Context: an optimization exercise on an open-source flow, tuned for a short achievable clock period and few clock cycles. The choices shown serve that exercise and are no tape-out recipe. Where RTL was checked, it was by simulation tests only, not by an equivalence proof against the original. The clock port is modelled as an ideal driver; clocking choices that lean on that would not hold on a real chip. Power is estimated from default activity; no workload was simulated.

// riscv
module riscv(
	input	wire		clk,
	input	wire		rst,		 
	input	wire	[31:0]	inst_i,		 
	output	wire	[31:0]	inst_addr_o,	 
	output	wire		inst_ce_o,	 
	input	wire	[31:0]	data_i,		 
	output	wire		data_we_o,	 
	output	wire		data_ce_o,	 
	output	wire	[31:0]	data_addr_o,	 
	output	wire	[31:0]	data_o		 
);
assign	inst_ce_o = 1'b1;
assign	data_ce_o = 1'b1;
reg	[31:0]	pc_out;
reg	[31:0]	pc;
reg	[12+1:2]	pc_btb_n;	 
reg		d_valid;
reg	[31:0]	d_inst;
reg	[31:0]	d_pc;
reg	[31:0]	d_pc4;
reg		d_pred;		 
reg	[31:2]	d_ptgt;		 
reg		d_hit;
reg	[16-1:0]	d_match;
reg	[1:0]	d_ctr;
reg	[2:0]	d_it, d_tr;
reg		d_lc;
reg		e_valid;
reg	[31:0]	e_pc;
reg	[31:0]	e_pc4;
reg	[31:0]	e_a;		 
reg	[31:0]	e_b;		 
reg	[31:0]	e_s;		 
reg	[31:0]	e_timm;		 
reg	[4:0]	e_rd;
reg		e_we;		 
reg		e_load;
reg		e_store;
reg		e_br;
reg		e_jal;
reg		e_jalr;
reg		e_auipc;
reg		e_call;
reg		e_ret;
reg	[5:0]	e_brc;		 
reg	[11-1:0]	e_op;	 
reg		e_pred;		 
reg	[31:2]	e_ptgt;		 
reg		e_hit;		 
reg	[16-1:0]	e_match;	 
reg	[1:0]	e_ctr;		 
  ...
Size in the first run: about 10,000 cells after synthesis, roughly 170 I/O pins, about 130,000 sq um of cells after synthesis.
==> flow/config.mk <==
export PLATFORM = sky130hd
export DESIGN_NAME = riscv
export DESIGN_NICKNAME = riscv
export VERILOG_FILES = /design/flow/design.v
export SDC_FILE = /design/flow/constraint.sdc
export NUM_CORES = 8
export LEC_CHECK = 0
export CAP_MARGIN = 20
export CORE_MARGIN = 2
export CORE_UTILIZATION = 40
export CTS_CLUSTER_DIAMETER = 150
export CTS_CLUSTER_SIZE = 20
export PLACE_DENSITY = 0.6
export SLEW_MARGIN = 20
export SYNTH_HIERARCHICAL = 1
export TNS_END_PERCENT = 100
==> flow/constraint.sdc <==
create_clock -name core_clock -period 10.0 [get_ports {clk}]
set_input_delay 2.0000 -clock core_clock [delete_from_list [all_inputs] [get_ports {clk}]]
set_output_delay 2.0000 -clock core_clock [all_outputs]
set_load 0.01 [all_outputs]
standard.sh (not shown) runs the stock make flow with config.mk's settings and CLKGATE_MAP_FILE= SYNTH_SCRIPT=/design/flow/synth_recipe.tcl, a recipe that flattens the netlist after the stock synthesis.
==> flow/flow/run.sh <==
#!/bin/bash
set -u
bash standard.sh SETUP_SLACK_MARGIN=6.7 finish > standard_flow.log 2>&1
Next try:
--- a/flow/design.v
+++ b/flow/design.v
@@ -954,23 +954,23 @@
 	pc_out   <= next_pc_out;
 	pc_btb_n <= ~next_pc_out[12+1:2];
 end
 always @(posedge clk or posedge rst) begin
 	if (rst) begin
 		pc <= 32'd0;
 	end else begin
 		pc <= next_pc;
 	end
 end
 assign	inst_addr_o = pc_out;
-wire	d_take = ~stall;
+wire	d_take = ~stall | mispred;
 always @(posedge clk or posedge rst) begin
 	if (rst) begin
 		d_valid <= 1'b0;
 	end else if (mispred | dred) begin
 		d_valid <= 1'b0;
 	end else if (~stall) begin
 		d_valid <= 1'b1;
 	end
 end
 always @(posedge clk) begin
 	if (d_take) begin
Sequential share of layout area decreases by 0.13 points.
Sequential cell count is unchanged.
Hold slack improved by 0.0067 ns.
Clock power decreases by about 1%.
Sequential power barely changes.
Function was not checked in any run of this note: the RTL went through the layout flow alone.


riscv, a different RTL version from the one above (not shown whole).
Size: roughly 9700 cells after synthesis, ~170 I/O pins, ~0.12 mm² of cells after synthesis.
==> module riscv_alu, before the edit <==
module riscv_alu(
	input	[31:0]		a_i,
	input	[31:0]		b_i,
	input	[11-1:0]	op_i,
	input	[31:0]		pc4_i,
	output	[31:0]		res_o
);
wire	[31:0]	a = a_i;
wire	[31:0]	b = b_i;
wire	[31:0]	sum  = a + b;
wire	[31:0]	diff = a - b;
wire		ltu  = (a < b);
wire		lts  = (a[31] != b[31]) ? a[31] : ltu;
wire	[31:0]	sll  = a << b[4:0];
wire	[31:0]	srl  = a >> b[4:0];
wire	[31:0]	sra  = srl | ({32{a[31]}} & ~(32'hffffffff >> b[4:0]));
assign	res_o = ({32{op_i[0]}}  & sum) |
		({32{op_i[1]}}  & diff) |
		{31'd0, (op_i[2] & lts) | (op_i[3] & ltu)} |
		({32{op_i[4]}}  & (a ^ b)) |
		({32{op_i[5]}}   & (a | b)) |
		({32{op_i[6]}}  & (a & b)) |
		({32{op_i[7]}}  & sll) |
		({32{op_i[8]}}  & srl) |
		({32{op_i[9]}}  & sra) |
		({32{op_i[10]}} & pc4_i);
endmodule
clock: 10.0 ns
lec_check: 0
cap_margin: 20
core_margin: 2
core_utilization: 40
place_density: 0.6
slew_margin: 20
synth_hierarchical: 1
tns_end_percent: 100
Scripts as last shown in full above: flow/flow/run.sh
The baseline finished with timing, DRC and antenna clean.
Testbench counts at the start, summed over its fixed seeds: cycles 155,029.
Next try:
--- a/flow/design.v
+++ b/flow/design.v
@@ -98,13 +98,13 @@
 wire	[31:0]	sum  = a + b;
 wire	[31:0]	diff = a - b;
 wire		ltu  = (a < b);
 wire		lts  = (a[31] != b[31]) ? a[31] : ltu;
 wire	[31:0]	sll  = a << b[4:0];
 wire	[31:0]	srl  = a >> b[4:0];
-wire	[31:0]	sra  = srl | ({32{a[31]}} & ~(32'hffffffff >> b[4:0]));
+wire	[31:0]	sra  = $signed(a) >>> b[4:0];
 assign	res_o = ({32{op_i[0]}}  & sum) |
 		({32{op_i[1]}}  & diff) |
 		{31'd0, (op_i[2] & lts) | (op_i[3] & ltu)} |
 		({32{op_i[4]}}  & (a ^ b)) |
 		({32{op_i[5]}}   & (a | b)) |
 		({32{op_i[6]}}  & (a & b)) |
=> The changed run produced a clean layout; worst setup slack gets worse by 200 ps; synthesized cell count is about the same; routed wire length went up by 7.3%; combinational power went up by about 2%; core utilization went up by 0.39 points; power went up by 1.1%; global-route usage went up by 2.0 points; worst hold slack gets worse by 35 ps; non-clock buffer count went up by 12.
For the second run of this note, only the layout was checked, not whether the RTL still works.


== nickel ==
Another version of the RTL of riscv (not shown whole).
For scale: ~10,000 cells after synthesis, roughly 170 I/O pins, ~120,000 sq um of cells after synthesis.
==> flow/config.mk <==
export PLATFORM = sky130hd
export DESIGN_NAME = riscv
export DESIGN_NICKNAME = riscv
export VERILOG_FILES = /design/flow/design.v
export SDC_FILE = /design/flow/constraint.sdc
export NUM_CORES = 8
export LEC_CHECK = 0
export CAP_MARGIN = 20
export CORE_MARGIN = 2
export CORE_UTILIZATION = 40
export CTS_CLUSTER_DIAMETER = 150
export CTS_CLUSTER_SIZE = 20
export PLACE_DENSITY = 0.6
export SLEW_MARGIN = 20
export SYNTH_HIERARCHICAL = 1
export TNS_END_PERCENT = 100
==> flow/constraint.sdc <==
create_clock -name core_clock -period 10.0 [get_ports {clk}]
set_input_delay 2.0000 -clock core_clock [delete_from_list [all_inputs] [get_ports {clk}]]
set_output_delay 2.0000 -clock core_clock [all_outputs]
set_load 0.01 [all_outputs]
Scripts as last shown in full above: flow/flow/run.sh
Testbench counts of nickel, summed over its fixed seeds: cycles 149,965.
Input changes introduced in cedar (baseline for comparison: nickel):
--- a/flow/design.v
+++ b/flow/design.v
@@ -95,19 +95,19 @@
 	input		jc_i,
 	input		bc_i,
 	input	[12:2]	jlo_i,
 	input	[12:2]	blo_i,
 	input	[31:13]	hi_i,
 	input	[12+1:2]	ras_i,
 	output		pred_o,
 	output	[31:2]	tgt_o
 );
-assign	pred_o = jal_i | bb_i | fus_i | ret_i;
+assign	pred_o = (jal_i & (jc_i == s_i)) | (bb_i & bc_i) | (fus_i & (fc_i == s_i)) | ret_i;
 assign	tgt_o  = jal_i ? {hi_i, jlo_i} : bb_i ? {hi_i, blo_i} : fus_i ? {fhi_i, flo_i} :
 		 {hi_i[31:12+2], ras_i};
 endmodule
 module riscv_if_add12(
 	input	[11:0]	a_i,
 	input	[11:0]	b_i,
 	output	[11:0]	s_o,
 	output		c_o
 );
@@ -572,24 +572,25 @@
 	input			mispred_i,
 	input	[31:0]		redir_i,
 	input	[31:0]		next_i,
 	output	[31:0]		next_o
 );
 assign	next_o = mispred_i ? redir_i : next_i;
 endmodule
 module riscv_register(
 	input	[32*32-1:0]	rf_i,
+	input	[31:0]		v_i,		 
 	input	[4:0]		idx_i,
 	output	[31:0]		val_o
 );
 wire	[31:0]	sel_lo, sel_hi;
-riscv_register_dec DECL(.idx_i(idx_i), .sel_o(sel_lo));
-riscv_register_dec DECH(.idx_i(idx_i), .sel_o(sel_hi));
+riscv_register_dec DECL(.idx_i(idx_i), .v_i(v_i), .sel_o(sel_lo));
+riscv_register_dec DECH(.idx_i(idx_i), .v_i(v_i), .sel_o(sel_hi));
 genvar b;
 generate
 	for (b = 0; b < 32; b = b + 1) begin : g_bit
 		wire	[31:0]	col;
 		wire	[15:0]	l1;
 		wire	[3:0]	l2;
 		wire	[1:0]	l3;
 		genvar r;
 		for (r = 0; r < 32; r = r + 1) begin : g_col
@@ -598,24 +599,25 @@
 		riscv_register_aoi22 L1(.s_i(b < 16 ? sel_lo : sel_hi), .d_i(col), .y_o(l1));
 		riscv_ex_nand4 #(.W(4)) L2(.x_i(l1), .y_o(l2));
 		riscv_ex_nor2  #(.W(2)) L3(.x_i(l2), .y_o(l3));
 		riscv_ex_nand2 #(.W(1)) L4(.x_i(l3), .y_o(val_o[b]));
 	end
 endgenerate
 endmodule
 module riscv_register_dec(
 	input	[4:0]	idx_i,
+	input	[31:0]	v_i,
 	output	[31:0]	sel_o
 );
 genvar i;
 generate
 	for (i = 0; i < 32; i = i + 1) begin : g_d
-		assign sel_o[i] = (i != 0) && (idx_i == i);
+		assign sel_o[i] = (i != 0) && (idx_i == i) && v_i[i];
 	end
 endgenerate
 endmodule
 module riscv_register_aoi22(
 	input	[31:0]	s_i,
 	input	[31:0]	d_i,
 	output	[15:0]	y_o
 );
 genvar i;
@@ -819,24 +821,24 @@
 	.timm_o(d_timm),
 	.brc_o(d_brc),
 	.op_o(d_op)
 );
 wire	[32*32-1:0]	rf_flat;
 assign	rf_flat[31:0] = 32'd0;
 genvar gi;
 generate
 	for (gi = 1; gi < 32; gi = gi + 1) begin : g_rf
-		assign rf_flat[gi*32 +: 32] = rf[gi] & {32{rf_v[gi]}};
+		assign rf_flat[gi*32 +: 32] = rf[gi];
 	end
 endgenerate
 wire	[31:0]	rf1, rf2;
-riscv_register RD1(.rf_i(rf_flat), .idx_i(rs1), .val_o(rf1));
-riscv_register RD2(.rf_i(rf_flat), .idx_i(rs2), .val_o(rf2));
+riscv_register RD1(.rf_i(rf_flat), .v_i(rf_v), .idx_i(rs1), .val_o(rf1));
+riscv_register RD2(.rf_i(rf_flat), .v_i(rf_v), .idx_i(rs2), .val_o(rf2));
 wire	h1e, h1m, h2e, h2m, stall;
 riscv_stall HAZ(
 	.rs1_i(rs1),
 	.rs2_i(rs2),
 	.use1_i(d_use1),
 	.use2_i(d_use2),
 	.e_fwd_i(e_valid & e_we),
 	.e_load_i(e_valid & e_load & e_we),
 	.e_rd_i(e_rd),
[summary]
Post-layout worst setup margin: lower on cedar
nickel was routed with more vias than cedar.
Final net count down 10% in cedar wrt nickel
Diff nickel -> cedar | number of non-clock buffers | decrease of 19%
The final area of cedar is lower than that of nickel.
Compared with nickel, cedar shows a higher final critical path time including I/O delays and setup.
No functional check of the RTL was part of cedar.


quartz:
Another version of the RTL of riscv (not shown whole).
Size in the first run: about 170 I/O pins.
Design riscv, start of the top module:
module riscv(
	input	wire		clk,
	input	wire		rst,		 
	input	wire	[31:0]	inst_i,		 
	output	wire	[31:0]	inst_addr_o,	 
	output	wire		inst_ce_o,	 
	input	wire	[31:0]	data_i,		 
	output	wire		data_we_o,	 
	output	wire		data_ce_o,	 
	output	wire	[31:0]	data_addr_o,	 
	output	wire	[31:0]	data_o		 
);
assign	inst_ce_o = 1'b1;
assign	data_ce_o = 1'b1;
reg	[31:0]	pc_out;
reg	[31:0]	pc;
reg	[12+1:2]	pc_btb_n;	 
reg		e_valid;
reg	[31:0]	e_pc;
reg	[31:0]	e_pc4;
reg	[31:0]	e_a;		 
reg	[31:0]	e_b;		 
reg	[31:0]	e_s;		 
reg	[31:0]	e_timm;		 
reg	[4:0]	e_rd;
reg		e_we;		 
reg		e_load;
reg		e_store;
reg		e_br;
reg		e_jal;
reg		e_jalr;
reg		e_auipc;
reg		e_call;
reg		e_ret;
reg	[5:0]	e_brc;		 
reg	[11-1:0]	e_op;	 
reg		e_pred;		 
reg	[31:2]	e_ptgt;		 
reg		e_hit;		 
reg	[16-1:0]	e_match;	 
reg	[1:0]	e_ctr;		 
reg	[2:0]	e_it, e_tr;	 
reg		e_lc;
reg		m_valid;
reg	[31:0]	m_addr;
reg	[31:0]	m_res_n;
reg	[31:0]	m_sd;
reg		m_we_mem;
reg	[4:0]	m_rd;
reg		m_we;
reg		m_load;
reg	[31:0]	rf [1:31];
reg	[31:0]	rf_v;		 
reg	[16-1:0]	btb_v;
reg	[16-1:0]	btb_tk;		 
reg	[16-1:0]	btb_ret;	 
reg	[12+1:2]	btb_tag [0:16-1];
reg	[12+1:2]	btb_tgt [0:16-1];
reg	[1:0]	btb_ctr [0:16-1];
reg	[2:0]	btb_it  [0:16-1];
reg	[2:0]	btb_tr  [0:16-1];
reg	[16-1:0]	btb_lc;
reg	[16-1:0]	btb_rr;		 
  ...
Settings: LEC_CHECK=0, CAP_MARGIN=20, CORE_MARGIN=2, CORE_UTILIZATION=40, CTS_CLUSTER_DIAMETER=150, CTS_CLUSTER_SIZE=20, PLACE_DENSITY=0.6, SLEW_MARGIN=20, SYNTH_HIERARCHICAL=1, TNS_END_PERCENT=100; clock period 10.0 ns.
==> flow/flow/run.sh <==
#!/bin/bash
set -u
here=$(pwd)
bash standard.sh SETUP_SLACK_MARGIN=6.7 POST_CTS_TCL="$here/flow/post_cts.tcl" finish > standard_flow.log 2>&1
==> flow/flow/post_cts.tcl <==
# Sourced by ORFS at the end of its CTS step: one more setup repair, this
# time without the platform's cell-footprint restriction, then legalize.
puts "post_cts.tcl: extra repair_timing"
repair_timing -setup -setup_margin 6.7 -repair_tns 100 -max_passes 50 -verbose
detailed_placement
check_placement -verbose
Testbench counts of quartz, summed over its fixed seeds: cycles 149,965.
Relative to quartz, the following input files were edited for amber:
-- flow/design.v --
<<< quartz, line 53
	input	[31:0]		inst_i,
	input	[12+1:2]	ras_i,
	input			fus_i,		 
	input	[31:0]		epc_i,		 
	input	[31:12]		esum_i,		 
>>> amber, line 53
	input	[31:0]		inst_i,
	input	[12+1:2]	ras_i,
	input			eauipc_i,	 
	input	[4:0]		erd_i,		 
	input	[31:0]		epc_i,		 
	input	[31:12]		esum_i,		 
<<< quartz, line 66
wire	bb  = (opc == 5'b11000) & s;
wire	ret = (opc == 5'b11001) & ((rs1 == 5'd1) | (rs1 == 5'd5)) & ~((rd == 5'd1) | (rd == 5'd5));
wire	[12:1]	jimm = {s, inst_i[20], inst_i[30:21]};
wire	[12:1]	bimm = {s, inst_i[7], inst_i[30:25], inst_i[11:8]};
>>> amber, line 67
wire	bb  = (opc == 5'b11000) & s;
wire	ret = (opc == 5'b11001) & ((rs1 == 5'd1) | (rs1 == 5'd5)) & ~((rd == 5'd1) | (rd == 5'd5));
wire	fus_i = (opc == 5'b11001) & eauipc_i & (rs1 == erd_i);
wire	[12:1]	jimm = {s, inst_i[20], inst_i[30:21]};
wire	[12:1]	bimm = {s, inst_i[7], inst_i[30:25], inst_i[11:8]};
<<< quartz, line 113
);
assign	pred_o = jal_i | bb_i | fus_i | ret_i;
assign	tgt_o  = jal_i ? {hi_i, jlo_i} : bb_i ? {hi_i, blo_i} : fus_i ? {fhi_i, flo_i} :
		 {hi_i[31:12+2], ras_i};
endmodule
module riscv_if_add12(
>>> amber, line 115
);
assign	pred_o = jal_i | bb_i | fus_i | ret_i;
wire	ret_s = ret_i & ~fus_i;
assign	tgt_o  = ({30{jal_i}} & {hi_i, jlo_i}) | ({30{bb_i}} & {hi_i, blo_i}) |
		 ({30{fus_i}} & {fhi_i, flo_i}) | ({30{ret_s}} & {hi_i[31:12+2], ras_i});
endmodule
module riscv_if_add12(
<<< quartz, line 553
module riscv_wb(
	input	[31:0]		pc_i,
	input			stall_i,
	input			pred_i,
	input	[12+1:2]	ptgt_i,
>>> amber, line 556
module riscv_wb(
	input	[31:0]		pc_i,
	input			pred_i,
	input	[12+1:2]	ptgt_i,
<<< quartz, line 560
);
assign	pc4_o  = pc_i + 32'd4;
assign	next_o = stall_i ? pc_i :
		 pred_i  ? {pc_i[31:12+2], ptgt_i, 2'b00} : pc4_o;
endmodule
module riscv_wb_s(
	input			en_i,
	input			stall_i,
	input			pred_i,		 
	input			spred_i,	 
	input	[31:2]		stgt_i,
>>> amber, line 562
);
assign	pc4_o  = pc_i + 32'd4;
assign	next_o = pred_i ? {pc_i[31:12+2], ptgt_i, 2'b00} : pc4_o;
endmodule
module riscv_wb_s(
	input			en_i,
	input	[31:0]		pc_i,
	input			stall_i,
	input			spred_i,	 
	input	[31:2]		stgt_i,
<<< quartz, line 572
	output	[31:0]		next_o
);
wire	use_s = ~stall_i & ~pred_i & spred_i;
wire	sel_s = en_i & use_s;
wire	sel_o = en_i & ~use_s;
assign	next_o = ({32{sel_s}} & {stgt_i, 2'b00}) | ({32{sel_o}} & next_i);
endmodule
module riscv_wb_f(
>>> amber, line 573
	output	[31:0]		next_o
);
wire	sel_p = en_i & stall_i;
wire	sel_s = en_i & ~stall_i & spred_i;
wire	sel_o = en_i & ~stall_i & ~spred_i;
assign	next_o = ({32{sel_p}} & pc_i) | ({32{sel_s}} & {stgt_i, 2'b00}) | ({32{sel_o}} & next_i);
endmodule
module riscv_wb_f(
<<< quartz, line 912
	.inst_i(inst_i),
	.ras_i(ras0),
	.fus_i(d_jalr & e_auipc & h1e),
	.epc_i(e_pc),
	.esum_i(sum[31:12]),
>>> amber, line 913
	.inst_i(inst_i),
	.ras_i(ras0),
	.eauipc_i(e_valid & e_we & e_auipc),
	.erd_i(e_rd),
	.epc_i(e_pc),
	.esum_i(sum[31:12]),
<<< quartz, line 922
riscv_wb NPC(
	.pc_i(pc),
	.stall_i(stall),
	.pred_i(f_pred),
	.ptgt_i(f_ptgt),
>>> amber, line 924
riscv_wb NPC(
	.pc_i(pc),
	.pred_i(f_pred),
	.ptgt_i(f_ptgt),
<<< quartz, line 930
riscv_wb_s NPCS(
	.en_i(1'b1),
	.stall_i(stall),
	.pred_i(f_pred),
	.spred_i(s_use),
	.stgt_i(s_tgt),
>>> amber, line 931
riscv_wb_s NPCS(
	.en_i(1'b1),
	.pc_i(pc),
	.stall_i(stall),
	.spred_i(s_use),
	.stgt_i(s_tgt),
<<< quartz, line 940
riscv_wb_s NPCSO(
	.en_i(~rst),
	.stall_i(stall),
	.pred_i(f_pred),
	.spred_i(s_use),
	.stgt_i(s_tgt),
>>> amber, line 941
riscv_wb_s NPCSO(
	.en_i(~rst),
	.pc_i(pc),
	.stall_i(stall),
	.spred_i(s_use),
	.stgt_i(s_tgt),
- On switching fraction of total power: between amber and quartz, it ends up lower for amber.
- Higher global-route total usage across every layer among amber and quartz: quartz
- Compared with quartz, amber instantiates a smaller number of cells.
- Clock network fraction of total power for amber is higher than for quartz.
- Area growth from synthesis to final layout (higher): quartz
- Measured against each other, amber and quartz differ in final hold slack, the higher figure coming from quartz.
- In the tables for amber and quartz, worst path buffer plus inverter count reads lower with amber.
- Re power of the combinational group: amber and quartz aren't equal, and the lower value belongs to amber.
- Fraction of the cycle the final worst path needs in amber is 3.9 points higher than in quartz
- Higher number of vias per cell after detailed routing was reported by quartz, not amber.
- Relative to quartz, cell count after synthesis has decreased by about 0.35% in amber.
- Summary of amber over quartz: total length of routed wires moved down, cell depth of the worst setup path moved down, area of the mapped netlist moved up.
Only the layout flow was run in amber; the RTL was not checked for function there.

afterwards: timing with drivers on the ports:
No port has a modelled driver above. Below, the same layouts with a new extraction and two added sets of constraints.
Step 1 sets driving cells, clkbuf_16 on the clock port and buf_2 on the other inputs (assumed; they add their load-dependent delay and slew).
Step 2, shift: input delay + t, output delay - t, t = (earliest + latest rising clock arrival at the registers) / 2. This alone moves slack from input paths to output paths.
Slacks: no drivers / after step 1 / after step 2; pairs: no drivers / after step 1.
| run | shift t [ns] | slack for setup (ns) | worst hold slack (ns) | worst setup path after step 2 |
|---|---|---|---|---|
| the first run of note 1 | 0.939 | 6.310 / 6.310 / 5.960 | 0.316 / 0.316 / 0.316 | input to register |
| the second run of note 1 | 0.932 | 6.231 / 6.231 / 5.958 | 0.322 / 0.322 / 0.322 | input to register |
| the first run of note 2 | 0.992 | 5.965 / 5.965 / 5.124 | 0.327 / 0.327 / 0.327 | input to register |
| the second run of note 2 | 1.000 | 5.768 / 5.768 / 5.036 | 0.292 / 0.292 / 0.292 | input to register |
| nickel | 0.978 | 6.218 / 6.232 / 5.299 | 0.329 / 0.329 / 0.329 | input to register |
| cedar | 0.942 | 5.866 / 5.818 / 4.876 | 0.326 / 0.326 / 0.326 | input to register |
| quartz | 0.998 | 6.286 / 6.231 / 5.233 | 0.282 / 0.282 / 0.282 | input to register |
| amber | 0.988 | 5.901 / 5.850 / 4.862 | 0.269 / 0.269 / 0.269 | input to register |
After both steps every run listed still meets setup and hold. For quartz, which loses most, drivers alone change the setup slack by -0.055 ns; drivers and shift together by -1.053 ns.
